This is an optimization exercise on Yosys and OpenROAD, whose aim is small area, not a production implementation.
Only simulation tests tie the RTL to the original design; equivalence was not proved.
The clock cells of this run come from the design's own scripts or RTL, not from TritonCTS.
The clock input has no modelled driver; a real chip could not lean on it and would need a root buffer or a full tree.
Power and IR drop assume default switching activity.

`flow/design.v`:
```
module report_tx_logic(input rst, input [55:0] frame, input send_frame, input send_nosig, input act_q, input [5:0] b_q, input [6:0] s_q, input [9:0] p_q, output act_d, output [5:0] b_d, output [6:0] s_d, output [9:0] p_d, output tx, output frame_done, output nosig_done);
  wire new_n111, new_n112, new_n113, new_n114, new_n115, new_n116, new_n117,
    new_n118, new_n119, new_n120, new_n121, new_n122, new_n123, new_n124,
    new_n125, new_n126, new_n128, new_n129, new_n130, new_n131, new_n132,
    new_n133, new_n135, new_n136, new_n137, new_n138, new_n140, new_n141,
    new_n142, new_n143, new_n144, new_n145, new_n146, new_n147, new_n148,
    new_n149, new_n150, new_n151, new_n152, new_n153, new_n154, new_n155,
    new_n156, new_n157, new_n158, new_n159, new_n160, new_n162, new_n163,
    new_n164, new_n166, new_n167, new_n168, new_n169, new_n170, new_n172,
    new_n173, new_n174, new_n176, new_n177, new_n178, new_n179, new_n180,
    new_n181, new_n183, new_n184, new_n185, new_n187, new_n188, new_n189,
    new_n191, new_n192, new_n193, new_n194, new_n195, new_n197, new_n198,
    new_n200, new_n201, new_n203, new_n204, new_n205, new_n207, new_n208,
    new_n210, new_n212, new_n213, new_n215, new_n216, new_n217, new_n218,
    new_n219, new_n220, new_n221, new_n222, new_n223, new_n225, new_n226,
    new_n227, new_n228, new_n230, new_n232, new_n233, new_n234, new_n236,
    new_n238, new_n240, new_n242, new_n244, new_n246, new_n247, new_n248,
    new_n249, new_n250, new_n251, new_n252, new_n253, new_n254, new_n255,
    new_n256, new_n257, new_n258, new_n259, new_n260, new_n261, new_n262,
    new_n263, new_n264, new_n265, new_n266, new_n267, new_n268, new_n269,
    new_n270, new_n271, new_n272, new_n273, new_n274, new_n275, new_n276,
    new_n277, new_n278, new_n279, new_n280, new_n281, new_n282, new_n283,
    new_n284, new_n285, new_n286, new_n287, new_n288, new_n289, new_n290,
    new_n291, new_n292, new_n293, new_n294, new_n295, new_n296, new_n297,
    new_n298, new_n299, new_n300, new_n301, new_n302, new_n303, new_n304,
    new_n305, new_n306, new_n307, new_n308, new_n309, new_n310, new_n311,
    new_n312, new_n313, new_n314, new_n315, new_n316, new_n317, new_n318,
    new_n319, new_n320, new_n321, new_n322, new_n323, new_n324, new_n325,
    new_n326, new_n327, new_n328, new_n329, new_n330, new_n331, new_n332,
    new_n333, new_n334, new_n335, new_n336, new_n337, new_n338, new_n339,
    new_n340, new_n341, new_n342, new_n343, new_n344, new_n345, new_n346,
    new_n347, new_n348, new_n349, new_n350, new_n351, new_n352, new_n353,
    new_n354, new_n355, new_n356, new_n357, new_n358, new_n359, new_n360,
    new_n361, new_n362, new_n363, new_n364, new_n365, new_n366, new_n367,
    new_n368, new_n369, new_n370, new_n371, new_n372, new_n373, new_n374,
    new_n375, new_n376, new_n377, new_n378, new_n379, new_n380, new_n381,
    new_n382, new_n383, new_n384, new_n385, new_n386, new_n387, new_n388,
    new_n389, new_n390, new_n391, new_n392, new_n393, new_n394, new_n395,
    new_n396, new_n397, new_n398, new_n399, new_n400, new_n401, new_n402,
    new_n403, new_n404, new_n405, new_n406, new_n407, new_n408, new_n409,
    new_n410, new_n411, new_n412, new_n413, new_n414, new_n415, new_n416,
    new_n417, new_n418, new_n419, new_n420, new_n421, new_n422, new_n423,
    new_n424, new_n425, new_n426, new_n427, new_n428, new_n429, new_n430,
    new_n431, new_n432, new_n433, new_n434, new_n435, new_n436, new_n437,
    new_n438, new_n439, new_n440, new_n441, new_n442, new_n443, new_n444,
    new_n445, new_n446, new_n447, new_n448, new_n449, new_n450, new_n451,
    new_n452, new_n453, new_n454, new_n455, new_n456, new_n457, new_n458,
    new_n459, new_n460, new_n461, new_n462, new_n463, new_n464, new_n465,
    new_n466, new_n467, new_n468, new_n469, new_n470, new_n471, new_n472,
    new_n473, new_n474, new_n475, new_n476, new_n477, new_n478, new_n479,
    new_n480, new_n481, new_n482, new_n483, new_n484, new_n485, new_n486,
    new_n487, new_n488, new_n489, new_n490, new_n491, new_n492, new_n493,
    new_n494;
  assign new_n111 = b_q[1] & b_q[2];
  assign new_n112 = b_q[3] & ~new_n111;
  assign new_n113 = ~b_q[1] & ~b_q[2];
  assign new_n114 = ~b_q[0] & new_n113;
  assign new_n115 = b_q[4] & ~b_q[5];
  assign new_n116 = ~new_n114 & new_n115;
  assign new_n117 = new_n112 & new_n116;
  assign new_n118 = b_q[1] & ~b_q[2];
  assign new_n119 = b_q[0] & new_n118;
  assign new_n120 = ~b_q[3] & ~new_n119;
  assign new_n121 = b_q[0] & b_q[2];
  assign new_n122 = ~b_q[1] & new_n121;
  assign new_n123 = b_q[3] & ~new_n122;
  assign new_n124 = ~new_n120 & ~new_n123;
  assign new_n125 = new_n117 & ~new_n124;
  assign new_n126 = act_q & b_q[2];
  assign nosig_done = new_n125 & new_n126;
  assign new_n128 = ~b_q[4] & ~b_q[5];
  assign new_n129 = ~b_q[0] & b_q[1];
  assign new_n130 = b_q[2] & new_n129;
  assign new_n131 = new_n128 & new_n130;
  assign new_n132 = act_q & ~b_q[3];
  assign new_n133 = p_q[1] & new_n132;
  assign frame_done = new_n131 & new_n133;
  assign new_n135 = ~send_frame & ~send_nosig;
  assign new_n136 = ~act_q & new_n135;
  assign new_n137 = ~rst & ~new_n136;
  assign new_n138 = ~frame_done & new_n137;
  assign act_d = ~nosig_done & new_n138;
  assign new_n140 = send_frame & ~act_q;
  assign new_n141 = s_q[0] & s_q[1];
  assign new_n142 = ~p_q[4] & ~p_q[5];
  assign new_n143 = ~p_q[7] & ~p_q[8];
  assign new_n144 = new_n142 & new_n143;
  assign new_n145 = ~p_q[6] & ~p_q[9];
  assign new_n146 = ~p_q[0] & ~p_q[1];
  assign new_n147 = ~p_q[2] & ~p_q[3];
  assign new_n148 = new_n146 & new_n147;
  assign new_n149 = new_n145 & new_n148;
  assign new_n150 = new_n144 & new_n149;
  assign new_n151 = new_n141 & new_n150;
  assign new_n152 = s_q[2] & new_n151;
  assign new_n153 = s_q[3] & new_n152;
  assign new_n154 = s_q[4] & s_q[5];
  assign new_n155 = ~s_q[6] & new_n154;
  assign new_n156 = new_n153 & new_n155;
  assign new_n157 = b_q[0] & new_n156;
  assign new_n158 = ~b_q[0] & ~new_n156;
  assign new_n159 = act_q & ~new_n158;
  assign new_n160 = ~new_n157 & new_n159;
  assign b_d[0] = new_n140 | new_n160;
  assign new_n162 = b_q[1] & new_n157;
  assign new_n163 = ~b_q[1] & ~new_n157;
  assign new_n164 = act_q & ~new_n163;
  assign b_d[1] = ~new_n162 & new_n164;
  assign new_n166 = ~b_q[2] & ~new_n162;
  assign new_n167 = b_q[1] & new_n121;
  assign new_n168 = new_n156 & new_n167;
  assign new_n169 = act_q & ~new_n168;
  assign new_n170 = ~new_n166 & new_n169;
  assign b_d[2] = new_n140 | new_n170;
  assign new_n172 = ~b_q[3] & new_n168;
  assign new_n173 = b_q[3] & ~new_n168;
  assign new_n174 = act_q & ~new_n173;
  assign b_d[3] = new_n172 | ~new_n174;
  assign new_n176 = b_q[3] & new_n111;
  assign new_n177 = new_n157 & new_n176;
  assign new_n178 = ~b_q[4] & ~new_n177;
  assign new_n179 = b_q[4] & new_n177;
  assign new_n180 = act_q & ~new_n179;
  assign new_n181 = ~new_n178 & new_n180;
  assign b_d[4] = new_n140 | new_n181;
  assign new_n183 = b_q[5] & new_n179;
  assign new_n184 = ~b_q[5] & ~new_n179;
  assign new_n185 = act_q & ~new_n184;
  assign b_d[5] = ~new_n183 & new_n185;
  assign new_n187 = ~s_q[0] & ~new_n150;
  assign new_n188 = s_q[0] & new_n150;
  assign new_n189 = act_q & ~new_n188;
  assign s_d[0] = ~new_n187 & new_n189;
  assign new_n191 = new_n153 & new_n154;
  assign new_n192 = s_q[6] & new_n191;
  assign new_n193 = act_q & ~new_n192;
  assign new_n194 = ~s_q[1] & ~new_n188;
  assign new_n195 = ~new_n151 & ~new_n194;
  assign s_d[1] = ~new_n193 | new_n195;
  assign new_n197 = ~s_q[2] & ~new_n151;
  assign new_n198 = ~new_n152 & ~new_n197;
  assign s_d[2] = ~new_n193 | new_n198;
  assign new_n200 = ~s_q[3] & ~new_n152;
  assign new_n201 = act_q & ~new_n153;
  assign s_d[3] = ~new_n200 & new_n201;
  assign new_n203 = s_q[4] & new_n153;
  assign new_n204 = ~s_q[4] & ~new_n153;
  assign new_n205 = ~new_n203 & ~new_n204;
  assign s_d[4] = ~new_n193 | new_n205;
  assign new_n207 = ~s_q[5] & ~new_n203;
  assign new_n208 = ~new_n156 & ~new_n207;
  assign s_d[5] = ~act_q | new_n208;
  assign new_n210 = ~s_q[6] & ~new_n191;
  assign s_d[6] = new_n193 & ~new_n210;
  assign new_n212 = p_q[6] & p_q[9];
  assign new_n213 = ~new_n145 & ~new_n212;
  assign p_d[0] = act_q & ~new_n213;
  assign new_n215 = new_n150 & new_n210;
  assign new_n216 = ~p_q[0] & ~new_n192;
  assign new_n217 = ~new_n215 & new_n216;
  assign new_n218 = ~s_q[0] & s_q[1];
  assign new_n219 = s_q[2] & new_n218;
  assign new_n220 = new_n155 & new_n219;
  assign new_n221 = s_q[3] & new_n220;
  assign new_n222 = new_n150 & new_n221;
  assign new_n223 = act_q & ~new_n222;
  assign p_d[1] = ~new_n217 & new_n223;
  assign new_n225 = ~s_q[3] & new_n220;
  assign new_n226 = new_n150 & new_n225;
  assign new_n227 = ~p_q[1] & ~new_n226;
  assign new_n228 = ~new_n192 & new_n227;
  assign p_d[2] = act_q & ~new_n228;
  assign new_n230 = ~p_q[2] & ~new_n222;
  assign p_d[3] = act_q & ~new_n230;
  assign new_n232 = new_n215 & ~new_n225;
  assign new_n233 = ~p_q[3] & ~new_n192;
  assign new_n234 = ~new_n232 & new_n233;
  assign p_d[4] = act_q & ~new_n234;
  assign new_n236 = ~p_q[4] & ~new_n215;
  assign p_d[5] = act_q & ~new_n236;
  assign new_n238 = ~p_q[5] & ~new_n215;
  assign p_d[6] = act_q & ~new_n238;
  assign new_n240 = ~p_q[6] & ~new_n215;
  assign p_d[7] = act_q & ~new_n240;
  assign new_n242 = ~p_q[7] & ~new_n215;
  assign p_d[8] = act_q & ~new_n242;
  assign new_n244 = act_q & ~p_q[8];
  assign p_d[9] = new_n215 | ~new_n244;
  assign new_n246 = b_q[4] & b_q[5];
  assign new_n247 = ~b_q[3] & b_q[4];
  assign new_n248 = ~new_n114 & ~new_n122;
  assign new_n249 = new_n247 & ~new_n248;
  assign new_n250 = b_q[1] & ~b_q[3];
  assign new_n251 = ~new_n249 & ~new_n250;
  assign new_n252 = new_n246 & ~new_n251;
  assign new_n253 = ~b_q[3] & new_n121;
  assign new_n254 = ~new_n112 & ~new_n129;
  assign new_n255 = ~new_n253 & new_n254;
  assign new_n256 = new_n246 & ~new_n255;
  assign new_n257 = ~b_q[0] & ~b_q[3];
  assign new_n258 = ~new_n249 & ~new_n257;
  assign new_n259 = new_n256 & new_n258;
  assign new_n260 = ~b_q[0] & new_n118;
  assign new_n261 = new_n123 & ~new_n260;
  assign new_n262 = ~b_q[4] & b_q[5];
  assign new_n263 = ~new_n257 & new_n262;
  assign new_n264 = ~new_n261 & new_n263;
  assign new_n265 = b_q[0] & b_q[3];
  assign new_n266 = ~new_n113 & new_n265;
  assign new_n267 = ~new_n111 & ~new_n257;
  assign new_n268 = ~new_n266 & new_n267;
  assign new_n269 = new_n128 & ~new_n268;
  assign new_n270 = b_q[3] & new_n129;
  assign new_n271 = ~new_n111 & new_n257;
  assign new_n272 = new_n115 & ~new_n121;
  assign new_n273 = ~new_n271 & new_n272;
  assign new_n274 = ~new_n270 & new_n273;
  assign new_n275 = ~new_n269 & ~new_n274;
  assign new_n276 = ~new_n264 & new_n275;
  assign new_n277 = ~new_n259 & new_n276;
  assign new_n278 = ~new_n252 & new_n277;
  assign new_n279 = frame[8] & new_n122;
  assign new_n280 = b_q[0] & new_n113;
  assign new_n281 = frame[32] & new_n280;
  assign new_n282 = ~b_q[0] & ~b_q[1];
  assign new_n283 = b_q[2] & new_n282;
  assign new_n284 = frame[16] & new_n283;
  assign new_n285 = ~new_n281 & ~new_n284;
  assign new_n286 = ~new_n279 & new_n285;
  assign new_n287 = frame[40] & new_n114;
  assign new_n288 = frame[48] & new_n167;
  assign new_n289 = ~new_n287 & ~new_n288;
  assign new_n290 = frame[0] & new_n130;
  assign new_n291 = frame[24] & new_n119;
  assign new_n292 = ~new_n290 & ~new_n291;
  assign new_n293 = new_n289 & new_n292;
  assign new_n294 = new_n286 & new_n293;
  assign new_n295 = new_n259 & ~new_n294;
  assign new_n296 = ~s_q[0] & ~new_n295;
  assign new_n297 = ~new_n278 & new_n296;
  assign new_n298 = frame[1] & new_n130;
  assign new_n299 = frame[25] & new_n119;
  assign new_n300 = frame[9] & new_n122;
  assign new_n301 = ~new_n299 & ~new_n300;
  assign new_n302 = ~new_n298 & new_n301;
  assign new_n303 = ~new_n167 & ~new_n260;
  assign new_n304 = frame[41] & new_n114;
  assign new_n305 = new_n303 & ~new_n304;
  assign new_n306 = frame[17] & new_n283;
  assign new_n307 = frame[33] & new_n280;
  assign new_n308 = ~new_n306 & ~new_n307;
  assign new_n309 = new_n305 & new_n308;
  assign new_n310 = new_n302 & new_n309;
  assign new_n311 = ~frame[49] & new_n167;
  assign new_n312 = new_n259 & ~new_n311;
  assign new_n313 = ~new_n310 & new_n312;
  assign new_n314 = b_q[3] & ~new_n167;
  assign new_n315 = b_q[4] & ~new_n280;
  assign new_n316 = ~b_q[5] & ~new_n315;
  assign new_n317 = new_n314 & ~new_n316;
  assign new_n318 = b_q[0] & b_q[1];
  assign new_n319 = ~new_n282 & ~new_n318;
  assign new_n320 = ~b_q[0] & b_q[3];
  assign new_n321 = b_q[2] & new_n320;
  assign new_n322 = ~new_n250 & ~new_n321;
  assign new_n323 = ~new_n319 & new_n322;
  assign new_n324 = new_n128 & ~new_n323;
  assign new_n325 = ~new_n122 & new_n247;
  assign new_n326 = ~new_n118 & new_n319;
  assign new_n327 = ~b_q[3] & new_n262;
  assign new_n328 = ~new_n326 & new_n327;
  assign new_n329 = ~new_n325 & ~new_n328;
  assign new_n330 = ~new_n324 & new_n329;
  assign new_n331 = ~new_n317 & new_n330;
  assign new_n332 = s_q[0] & ~new_n331;
  assign new_n333 = ~new_n313 & new_n332;
  assign new_n334 = ~new_n297 & ~new_n333;
  assign new_n335 = ~s_q[1] & ~new_n334;
  assign new_n336 = ~new_n253 & ~new_n261;
  assign new_n337 = new_n116 & ~new_n336;
  assign new_n338 = b_q[2] & ~b_q[3];
  assign new_n339 = ~new_n257 & ~new_n338;
  assign new_n340 = new_n303 & ~new_n339;
  assign new_n341 = b_q[3] & ~new_n121;
  assign new_n342 = ~new_n282 & new_n341;
  assign new_n343 = new_n262 & ~new_n342;
  assign new_n344 = ~new_n340 & new_n343;
  assign new_n345 = ~new_n118 & new_n128;
  assign new_n346 = ~new_n265 & new_n345;
  assign new_n347 = ~new_n122 & new_n346;
  assign new_n348 = ~new_n256 & ~new_n347;
  assign new_n349 = ~new_n344 & new_n348;
  assign new_n350 = ~new_n337 & new_n349;
  assign new_n351 = frame[18] & new_n283;
  assign new_n352 = frame[10] & new_n122;
  assign new_n353 = frame[26] & new_n119;
  assign new_n354 = ~new_n352 & ~new_n353;
  assign new_n355 = ~new_n351 & new_n354;
  assign new_n356 = frame[42] & new_n114;
  assign new_n357 = new_n303 & ~new_n356;
  assign new_n358 = frame[34] & new_n280;
  assign new_n359 = frame[2] & new_n130;
  assign new_n360 = ~new_n358 & ~new_n359;
  assign new_n361 = new_n357 & new_n360;
  assign new_n362 = new_n355 & new_n361;
  assign new_n363 = ~frame[50] & new_n167;
  assign new_n364 = new_n259 & ~new_n363;
  assign new_n365 = ~new_n362 & new_n364;
  assign new_n366 = new_n218 & ~new_n365;
  assign new_n367 = ~new_n350 & new_n366;
  assign new_n368 = ~frame[51] & new_n167;
  assign new_n369 = frame[11] & new_n122;
  assign new_n370 = frame[3] & new_n130;
  assign new_n371 = new_n303 & ~new_n370;
  assign new_n372 = ~new_n369 & new_n371;
  assign new_n373 = frame[43] & new_n114;
  assign new_n374 = frame[35] & new_n280;
  assign new_n375 = ~new_n373 & ~new_n374;
  assign new_n376 = frame[27] & new_n119;
  assign new_n377 = frame[19] & new_n283;
  assign new_n378 = ~new_n376 & ~new_n377;
  assign new_n379 = new_n375 & new_n378;
  assign new_n380 = new_n372 & new_n379;
  assign new_n381 = ~new_n368 & ~new_n380;
  assign new_n382 = new_n259 & new_n381;
  assign new_n383 = ~new_n113 & new_n322;
  assign new_n384 = new_n128 & ~new_n383;
  assign new_n385 = new_n112 & new_n319;
  assign new_n386 = new_n115 & ~new_n385;
  assign new_n387 = ~new_n111 & new_n320;
  assign new_n388 = b_q[5] & ~new_n253;
  assign new_n389 = ~new_n387 & new_n388;
  assign new_n390 = ~new_n386 & ~new_n389;
  assign new_n391 = ~new_n384 & new_n390;
  assign new_n392 = ~new_n259 & new_n391;
  assign new_n393 = new_n141 & ~new_n392;
  assign new_n394 = ~new_n382 & new_n393;
  assign new_n395 = ~s_q[2] & ~new_n394;
  assign new_n396 = ~new_n367 & new_n395;
  assign new_n397 = ~new_n335 & new_n396;
  assign new_n398 = new_n320 & new_n331;
  assign new_n399 = ~frame[53] & new_n167;
  assign new_n400 = frame[29] & new_n119;
  assign new_n401 = frame[13] & new_n122;
  assign new_n402 = frame[5] & new_n130;
  assign new_n403 = ~new_n401 & ~new_n402;
  assign new_n404 = ~new_n400 & new_n403;
  assign new_n405 = frame[45] & new_n114;
  assign new_n406 = new_n303 & ~new_n405;
  assign new_n407 = frame[37] & new_n280;
  assign new_n408 = frame[21] & new_n283;
  assign new_n409 = ~new_n407 & ~new_n408;
  assign new_n410 = new_n406 & new_n409;
  assign new_n411 = new_n404 & new_n410;
  assign new_n412 = ~new_n399 & ~new_n411;
  assign new_n413 = new_n259 & ~new_n412;
  assign new_n414 = new_n128 & new_n338;
  assign new_n415 = s_q[0] & ~new_n414;
  assign new_n416 = ~new_n117 & new_n415;
  assign new_n417 = ~new_n413 & new_n416;
  assign new_n418 = ~new_n398 & new_n417;
  assign new_n419 = ~b_q[4] & ~new_n320;
  assign new_n420 = ~new_n250 & new_n419;
  assign new_n421 = ~new_n122 & new_n420;
  assign new_n422 = b_q[5] & ~new_n249;
  assign new_n423 = ~new_n421 & new_n422;
  assign new_n424 = new_n115 & ~new_n130;
  assign new_n425 = new_n120 & new_n424;
  assign new_n426 = b_q[4] & ~new_n314;
  assign new_n427 = ~b_q[5] & ~new_n114;
  assign new_n428 = ~new_n426 & new_n427;
  assign new_n429 = ~new_n425 & ~new_n428;
  assign new_n430 = ~new_n423 & new_n429;
  assign new_n431 = ~frame[4] & ~b_q[0];
  assign new_n432 = new_n111 & ~new_n431;
  assign new_n433 = frame[12] & new_n122;
  assign new_n434 = ~new_n432 & ~new_n433;
  assign new_n435 = frame[28] & new_n119;
  assign new_n436 = frame[20] & new_n283;
  assign new_n437 = ~new_n435 & ~new_n436;
  assign new_n438 = frame[44] & new_n114;
  assign new_n439 = frame[36] & new_n280;
  assign new_n440 = ~new_n438 & ~new_n439;
  assign new_n441 = new_n437 & new_n440;
  assign new_n442 = new_n434 & new_n441;
  assign new_n443 = ~frame[52] & new_n167;
  assign new_n444 = new_n259 & ~new_n443;
  assign new_n445 = ~new_n442 & new_n444;
  assign new_n446 = ~new_n430 & ~new_n445;
  assign new_n447 = ~s_q[0] & ~new_n446;
  assign new_n448 = ~s_q[1] & ~new_n447;
  assign new_n449 = ~new_n418 & new_n448;
  assign new_n450 = frame[46] & new_n114;
  assign new_n451 = ~frame[6] & ~b_q[0];
  assign new_n452 = new_n111 & ~new_n451;
  assign new_n453 = ~new_n450 & ~new_n452;
  assign new_n454 = frame[22] & new_n283;
  assign new_n455 = frame[30] & new_n119;
  assign new_n456 = ~new_n454 & ~new_n455;
  assign new_n457 = frame[14] & new_n122;
  assign new_n458 = frame[38] & new_n280;
  assign new_n459 = ~new_n457 & ~new_n458;
  assign new_n460 = new_n456 & new_n459;
  assign new_n461 = new_n453 & new_n460;
  assign new_n462 = ~frame[54] & new_n167;
  assign new_n463 = new_n259 & ~new_n462;
  assign new_n464 = ~new_n461 & new_n463;
  assign new_n465 = ~new_n131 & ~new_n414;
  assign new_n466 = ~new_n125 & new_n465;
  assign new_n467 = new_n124 & new_n262;
  assign new_n468 = ~new_n256 & ~new_n467;
  assign new_n469 = new_n466 & new_n468;
  assign new_n470 = new_n218 & ~new_n469;
  assign new_n471 = ~new_n464 & new_n470;
  assign new_n472 = frame[7] & new_n130;
  assign new_n473 = frame[23] & new_n283;
  assign new_n474 = frame[31] & new_n119;
  assign new_n475 = ~new_n473 & ~new_n474;
  assign new_n476 = ~new_n472 & new_n475;
  assign new_n477 = frame[15] & new_n122;
  assign new_n478 = frame[47] & new_n114;
  assign new_n479 = ~new_n477 & ~new_n478;
  assign new_n480 = frame[55] & new_n167;
  assign new_n481 = frame[39] & new_n280;
  assign new_n482 = ~new_n480 & ~new_n481;
  assign new_n483 = new_n479 & new_n482;
  assign new_n484 = new_n476 & new_n483;
  assign new_n485 = new_n259 & ~new_n484;
  assign new_n486 = new_n141 & ~new_n485;
  assign new_n487 = s_q[2] & ~new_n486;
  assign new_n488 = ~new_n471 & new_n487;
  assign new_n489 = ~new_n449 & new_n488;
  assign new_n490 = ~new_n397 & ~new_n489;
  assign new_n491 = s_q[3] & new_n155;
  assign new_n492 = ~new_n490 & new_n491;
  assign new_n493 = act_q & ~s_q[6];
  assign new_n494 = ~new_n225 & new_n493;
  assign tx = new_n492 | ~new_n494;
endmodule
module report_tx(
	input clk,
	input rst,
	input [55:0] frame,
	input send_frame,
	input send_nosig,
	output tx,
	output frame_done,
	output nosig_done
    );
	reg act_q;
	reg [5:0] b_q;
	reg [6:0] s_q;
	reg [9:0] p_q;
	wire act_d;
	wire [5:0] b_d;
	wire [6:0] s_d;
	wire [9:0] p_d;
	report_tx_logic L(.rst(rst), .frame(frame), .send_frame(send_frame),
		.send_nosig(send_nosig), .act_q(act_q), .b_q(b_q), .s_q(s_q), .p_q(p_q),
		.act_d(act_d), .b_d(b_d), .s_d(s_d), .p_d(p_d),
		.tx(tx), .frame_done(frame_done), .nosig_done(nosig_done));
	always @(posedge clk) begin
		act_q <= act_d;
		b_q <= b_d;
		s_q <= s_d;
		p_q <= p_d;
	end
endmodule
```
`flow/config.mk`:
```
export PLATFORM = sky130hd
export DESIGN_NAME = report_tx
export DESIGN_NICKNAME = report_tx
export VERILOG_FILES = /design/flow/design.v
export SDC_FILE = /design/flow/constraint.sdc
export NUM_CORES = 8
export LEC_CHECK = 0
export CAP_MARGIN = 20
export CORE_MARGIN = 2
export CORE_UTILIZATION = 40
export GPL_TIMING_DRIVEN = 0
export SLEW_MARGIN = 20
```
`flow/flow/run.sh`:
```
#!/bin/bash
# Layout flow: the standard flow (standard.sh) with these changes:
#  - synthesis is run once per ABC mapping script in flow/abc_*.script
#    (area-oriented scripts; adders are left to ABC: no ADDER_MAP_FILE),
#    and the run with the smallest cell area is kept.  Only the mapping of
#    the combinational logic differs between runs; the registers are the
#    standard synthesis's.
#  - port buffers are the smallest buffer cell (buf_1)
#  - the clock tree is a single buffer (buf_12) (flow/my_clkbuf.tcl) placed
#    at the centre of the registers, in place of clock_tree_synthesis; the
#    clock port drives only this buffer, and every register gets the clock
#    from it
# Each run's full output goes to a log file in this folder.
set -euo pipefail
W=$PWD
rm -rf "$W/scripts"
cp -r "$FLOW_HOME/scripts" "$W/scripts"
cp "$W/flow/my_clkbuf.tcl" "$W/scripts/my_clkbuf.tcl"
grep -q '^log_cmd clock_tree_synthesis {\*}$cts_args$' "$W/scripts/cts.tcl"
sed -i 's|^log_cmd clock_tree_synthesis {\*}$cts_args$|source $::env(SCRIPTS_DIR)/my_clkbuf.tcl\nbench_single_clock_buffer sky130_fd_sc_hd__buf_12|' "$W/scripts/cts.tcl"
grep -q '^my_single_clock_buffer' "$W/scripts/cts.tcl"
best=""
bestarea=""
for sc in "$W"/flow/abc_*.script; do
  n=$(basename "$sc" .script)
  cp "$sc" "$W/scripts/abc_speed.script"
  cp "$sc" "$W/scripts/abc_area.script"
  rm -rf "$W/orfs"
  if bash standard.sh synth SCRIPTS_DIR="$W/scripts" ADDER_MAP_FILE= > "$W/synth_$n.log" 2>&1; then
    a=$(grep -h "Chip area for module" "$W"/orfs/reports/*/*/*/synth_stat.txt | awk '{print $NF}')
    echo "$n $a" >> "$W/synth_areas.log"
    if [[ -z "$best" ]] || awk -v a="$a" -v b="$bestarea" 'BEGIN{exit !(a<b)}'; then
      best=$n; bestarea=$a
    fi
    rm -rf "$W/orfs_$n"; mv "$W/orfs" "$W/orfs_$n"
  fi
done
echo "best $best $bestarea" >> "$W/synth_areas.log"
rm -rf "$W/orfs"
mv "$W/orfs_$best" "$W/orfs"
cp "$W/flow/$best.script" "$W/scripts/abc_speed.script"
cp "$W/flow/$best.script" "$W/scripts/abc_area.script"
for d in "$W"/orfs_abc_*; do rm -rf "$d"; done
bash standard.sh finish SCRIPTS_DIR="$W/scripts" ADDER_MAP_FILE= \
  BUFFER_PORTS_ARGS="-buffer_cell sky130_fd_sc_hd__buf_1" > "$W/layout.log" 2>&1
```
`flow/flow/abc_5.script`:
```
strash
balance -l
resub -K 6 -l
rewrite -l
resub -K 6 -N 2 -l
refactor -l
resub -K 8 -l
balance -l
resub -K 8 -N 2 -l
rewrite -l
resub -K 10 -l
rewrite -z -l
resub -K 10 -N 2 -l
balance -l
resub -K 12 -l
refactor -z -l
resub -K 12 -N 2 -l
rewrite -z -l
balance -l
balance -l
resub -K 6 -l
rewrite -l
resub -K 6 -N 2 -l
refactor -l
resub -K 8 -l
balance -l
resub -K 8 -N 2 -l
rewrite -l
resub -K 10 -l
rewrite -z -l
resub -K 10 -N 2 -l
balance -l
resub -K 12 -l
refactor -z -l
resub -K 12 -N 2 -l
rewrite -z -l
balance -l
dch -f
map -a
topo
```
`flow/flow/abc_3.script`:
```
strash
dc2
&get -n
&dch -f
&nf -a -R 1000 -p
&put
topo
```
`flow/flow/abc_2.script`:
```
strash
&get -n
&dch -f
&nf -a -R 1000 -p -C 32
&put
topo
```
`flow/flow/abc_6.script`:
```
strash
dch -f
amap -m
topo
```
`flow/flow/abc_1.script`:
```
strash
dch -f
map -a
topo
```
`flow/flow/abc_4.script`:
```
strash
balance -l
resub -K 6 -l
rewrite -l
resub -K 6 -N 2 -l
refactor -l
resub -K 8 -l
balance -l
resub -K 8 -N 2 -l
rewrite -l
resub -K 10 -l
rewrite -z -l
resub -K 10 -N 2 -l
balance -l
resub -K 12 -l
refactor -z -l
resub -K 12 -N 2 -l
rewrite -z -l
balance -l
dch -f
map -a
topo
```
`flow/flow/my_clkbuf.tcl`:
```
# Single clock buffer instead of a clock tree: the design has few registers,
# so one buffer drives all of them (the clock port drives only this buffer).
proc my_single_clock_buffer { cell } {
  set block [ord::get_db_block]
  set net [$block findNet clk]
  set sx 0; set sy 0; set n 0
  foreach iterm [$net getITerms] {
    set loc [[$iterm getInst] getLocation]
    set sx [expr {$sx + [lindex $loc 0]}]
    set sy [expr {$sy + [lindex $loc 1]}]
    incr n
  }
  set dbu [$block getDbUnitsPerMicron]
  set x [expr {double($sx) / $n / $dbu}]
  set y [expr {double($sy) / $n / $dbu}]
  set r [insert_buffer -buffer_cell $cell -net clk -location [list $x $y] \
    -buffer_name clkbuf_root -net_name clk_root]
  set buf [sta::sta_to_db_inst $r]
  if { $buf == "NULL" } { error "clock buffer not inserted" }
  [[$buf findITerm X] getNet] setSigType CLOCK
  $net setSigType CLOCK
}
```
`flow/standard.sh`:
```
#!/bin/bash
# synth_recipe.tcl (not shown) runs the flow's synth.tcl, then flattens the netlist and writes it again
# the make line also repeats each setting of config.mk as NAME=value (left out here)
make -C /OpenROAD-flow-scripts/flow DESIGN_CONFIG=/design/flow/config.mk WORK_HOME=/design/flow/orfs CLKGATE_MAP_FILE= SYNTH_SCRIPT=/design/flow/synth_recipe.tcl "${@:-finish}"
```
`flow/constraint.sdc`:
```
create_clock -name core_clock -period 10.0 [get_ports {clk}]
set_input_delay 2.0000 -clock core_clock [delete_from_list [all_inputs] [get_ports {clk}]]
set_output_delay 2.0000 -clock core_clock [all_outputs]
set_load 0.01 [all_outputs]
```
==> run_results.csv <==
group,metric,value,unit
global_route,grt_first_pass_wirelength,8050,um
clocking,clk_pin_slew,0.10,ns
synth,netlist_instances,236,
timing,layout_min_cycle_time,5.58,ns
global_route,grt_util_all_layers,21.7,%
timing,final_max_slew_viol_count,0,
place,hpwlAfterDp,3960,um
synth,seq_area_frac_synth,28.8,%
worst_setup_path,required,8.00,ns
job,drv_cap,0,
pwr,leakage,0.703,nW
route,drtAntennaViolNets,0,
floorplan,row_count,23,
synth,yosys-top-cells-area,"dfxtp_1 29%, nand2_1 7.7%, nor2_1 7.4%",
timing,fin_crit_sh,55.8,%
synth,synth.distinct_cells,39,
clocking,clock_latency,0.13,ns
place,gp_congestion,0.900,
global_route,grt_max_degree,25,
global_route,grt_pass1_vias,1764,
timing,fmax,179,MHz
floorplan,fp.coreArea,4000,um2
timing,clock_skew,0.00207,ns
route,drt_first_pass_iters,5,
clocking,hold_buffers,0,
layout,finalNonFillerCells,349,
timing,tns,0,ns
worst_setup_path,cp_max_fo,1,
place,place_area,1970,um2
global_route,grt_overflow,0,
route,drtIter0Drc,162,
synth,synth_top_area_cell,"dfxtp_1",
worst_setup_path,arrival,3.58,ns
worst_hold_path,worst_hold_path_type,"reg -> reg",
place,dp_cells,348,
layout,syn2layout_area_growth,19.5,%
route,num_vias,2096,
pwr,power,0.303,mW
synth,synth-seq-cells,24,
synth,synth_fp_nets,296,
floorplan,die-height,68.6,um
route,drc,0,
layout,fin_area,1990,um2
route,wire_per_inst,15.2,um
global_route,antenna_found_initial,0,
synth,avgSynthCellArea,7.06,um2
worst_setup_path,worst-setup-path-type,"in -> out",
layout,n_antenna_cell,0,
synth,syn_area,1670,um2
worst_setup_path,critPathCaptureType,"output pin",
synth,synthArstFlopShare,0,%
clocking,postCtsSetupBuffers,0,
synth,synth_edf_count,0,
floorplan,ioPinCount,63,
route,routed_wirelength,5320,um
floorplan,start_util,41.7,%
worst_setup_path,rrSetupSlack,7.18,ns
clocking,cts_resized,0,
timing,hold_violations,0,
outcome,status,"timing/DRC/antenna clean",
layout,post_route_cells_drive_above_1_share,1.00,%
worst_setup_path,cp-start-kind,"input pin",
synth,synth_top_area_share,28.8,%
timing,rsz0062_at_grt,"false",
pwr,peakVddDrop,0.149,mV
synth,ys.flop_type,"dfxtp_1",
timing,finalSetupViolations,0,
synth,yosys_warnings,1,
place,io_buffers,62,
floorplan,die_width,68.6,um
timing,relSlewSlack,40.6,%
floorplan,dieArea,4700,um2
timing,worst_pin_slew,0.888,ns
layout,layout.nets,361,
route,viasPerCell,6.01,
pwr,power_density,152,nW/um2
-- cells in the mapped netlist (2+ instances only) --
cell / n
nor2b_1: 9
and2_0: 5
nor4_1: 3
o21ai_0: 16
nand4_1: 4
a221oi_1: 3
xnor2_1: 3
nand2_1: 34
a222oi_1: 3
xor2_1: 2
nand2b_1: 2
nand3_1: 11
dfxtp_1: 24
a31oi_1: 4
o31ai_1: 3
nor3_1: 7
a211oi_1: 5
and3_1: 6
o211ai_1: 4
a22oi_1: 10
a21oi_1: 20
clkinv_1: 4
o311a_1: 3
nor2_1: 33
o221ai_1: 4
-- worst paths after layout --
kind / from / end / depth (start not counted)
hold reg to reg: p_q[8]$_DFF_P_ / p_q[9]$_DFF_P_ / 1
hold / removal: p_q[8]$_DFF_P_ / p_q[9]$_DFF_P_ / 1
setup / recovery: frame[45] / tx / 12
setup reg to reg: p_q[1]$_DFF_P_ / p_q[4]$_DFF_P_ / 10
-- layout by cell type, fill, tap and decap left out, drive strengths merged --
cell type,count
a22oi,10
or4,1
o31ai,3
or2,1
nor3b,1
and2,5
a21oi,20
nor4,3
o211ai,4
buf,63
and4b,1
o221ai,4
o21ai,16
xor2,2
o2111ai,1
nand4,4
nand2b,2
a221o,1
o22ai,1
a21o,1
a211oi,5
o21bai,1
xnor2,3
a221oi,3
and3b,1
dfxtp,24
a31oi,4
nand3,11
nand2,34
a32oi,1
nor2,33
a222oi,3
nor2b,9
nor3,7
or3,1
a22o,1
o311a,3
and3,6
o41ai,1
clkinv,4
-- metal layers --
| layer | share of wire, % | track usage (%) | vias up | wire, um |
|---|---|---|---|---|
| met4 | 1.8 | 5.00 | 0 | 97 |
| met2 | 48 | 37.7 | 90 | 2540 |
| met5 | 0 | 0 | - | 0 |
| met1 | 45 | 29.9 | 959 | 2400 |
| met3 | 5.3 | 0.325 | 12 | 284 |
| li1 | - | - | 1035 | - |
-- cell families after synthesis --
group	count (synthesis)	synth area share (%)
buf+inv	4	0.901
xor+xnor	5	2.63
flops	24	28.8
compound gates	83	33.5
simple gates	120	34.2
-- metrics by stage --
step           util (%)  hold slack [ns]  worst slack, ns
2_1_floorplan         -            0.417             4.89
3_3_place_gp       49.0            0.435             4.46
3_5_place_dp       49.3            0.435             4.47
4_1_cts            49.8            0.435             4.45
5_1_grt            49.8            0.473             4.06
6_report           49.8            0.453             4.42
-- layout make-up, clock buffers not listed --
cell class                 instances  area [um2]
timing repair buffer              62         233
inverter                           4        15.0
tap                               50        62.6
fill                             442        2010
sequential                        24         480
multi-input combinational        208        1180
-- state kept, by name (all words and copies together), names as in the netlist --
register	cells
p_q	10
s_q	7
b_q	6
act_q	1
-- power breakdown --
part	internal [mW]	switching (mW)
sequential	0.117	0.0229
clock	0.0163	0.0244
combinational	0.0527	0.0694
-- worst max-delay path: stages --
cell and delay, ns:
buf_1 0.07, a222oi_1 0.30, nand3_1 0.11, o21ai_0 0.09, nand2_1 0.09, nand4_1 0.11, a31oi_1 0.05, nor3_1 0.27
o31ai_1 0.13, o2111ai_1 0.11, nand3_1 0.11, buf_1 0.15

## separate check: timing with driven ports
In the flow no input, the clock included, has a driving cell. The finished layout below was timed again as built, in two steps.
Step 1, drivers: a clkbuf_16 drives clk and a buf_2 each remaining input, both assumed.
Step 2, shift: input delay + t, output delay - t, t = (earliest + latest rising clock arrival at the registers) / 2. This alone moves slack from input paths to output paths.
Slacks: no drivers / after step 1 / after step 2; pairs: no drivers / after step 1.
t (ns): 0.158
setup WS [ns]: 4.417 / 4.391 / 4.391
worst register clock-pin slew, ns: 0.10 / 0.10
worst data-port slew with drivers (ns): 0.04
After both steps setup and hold are still met in this run. The setup slack of this run moves by -0.026 ns with the drivers and by -0.026 ns with both steps.
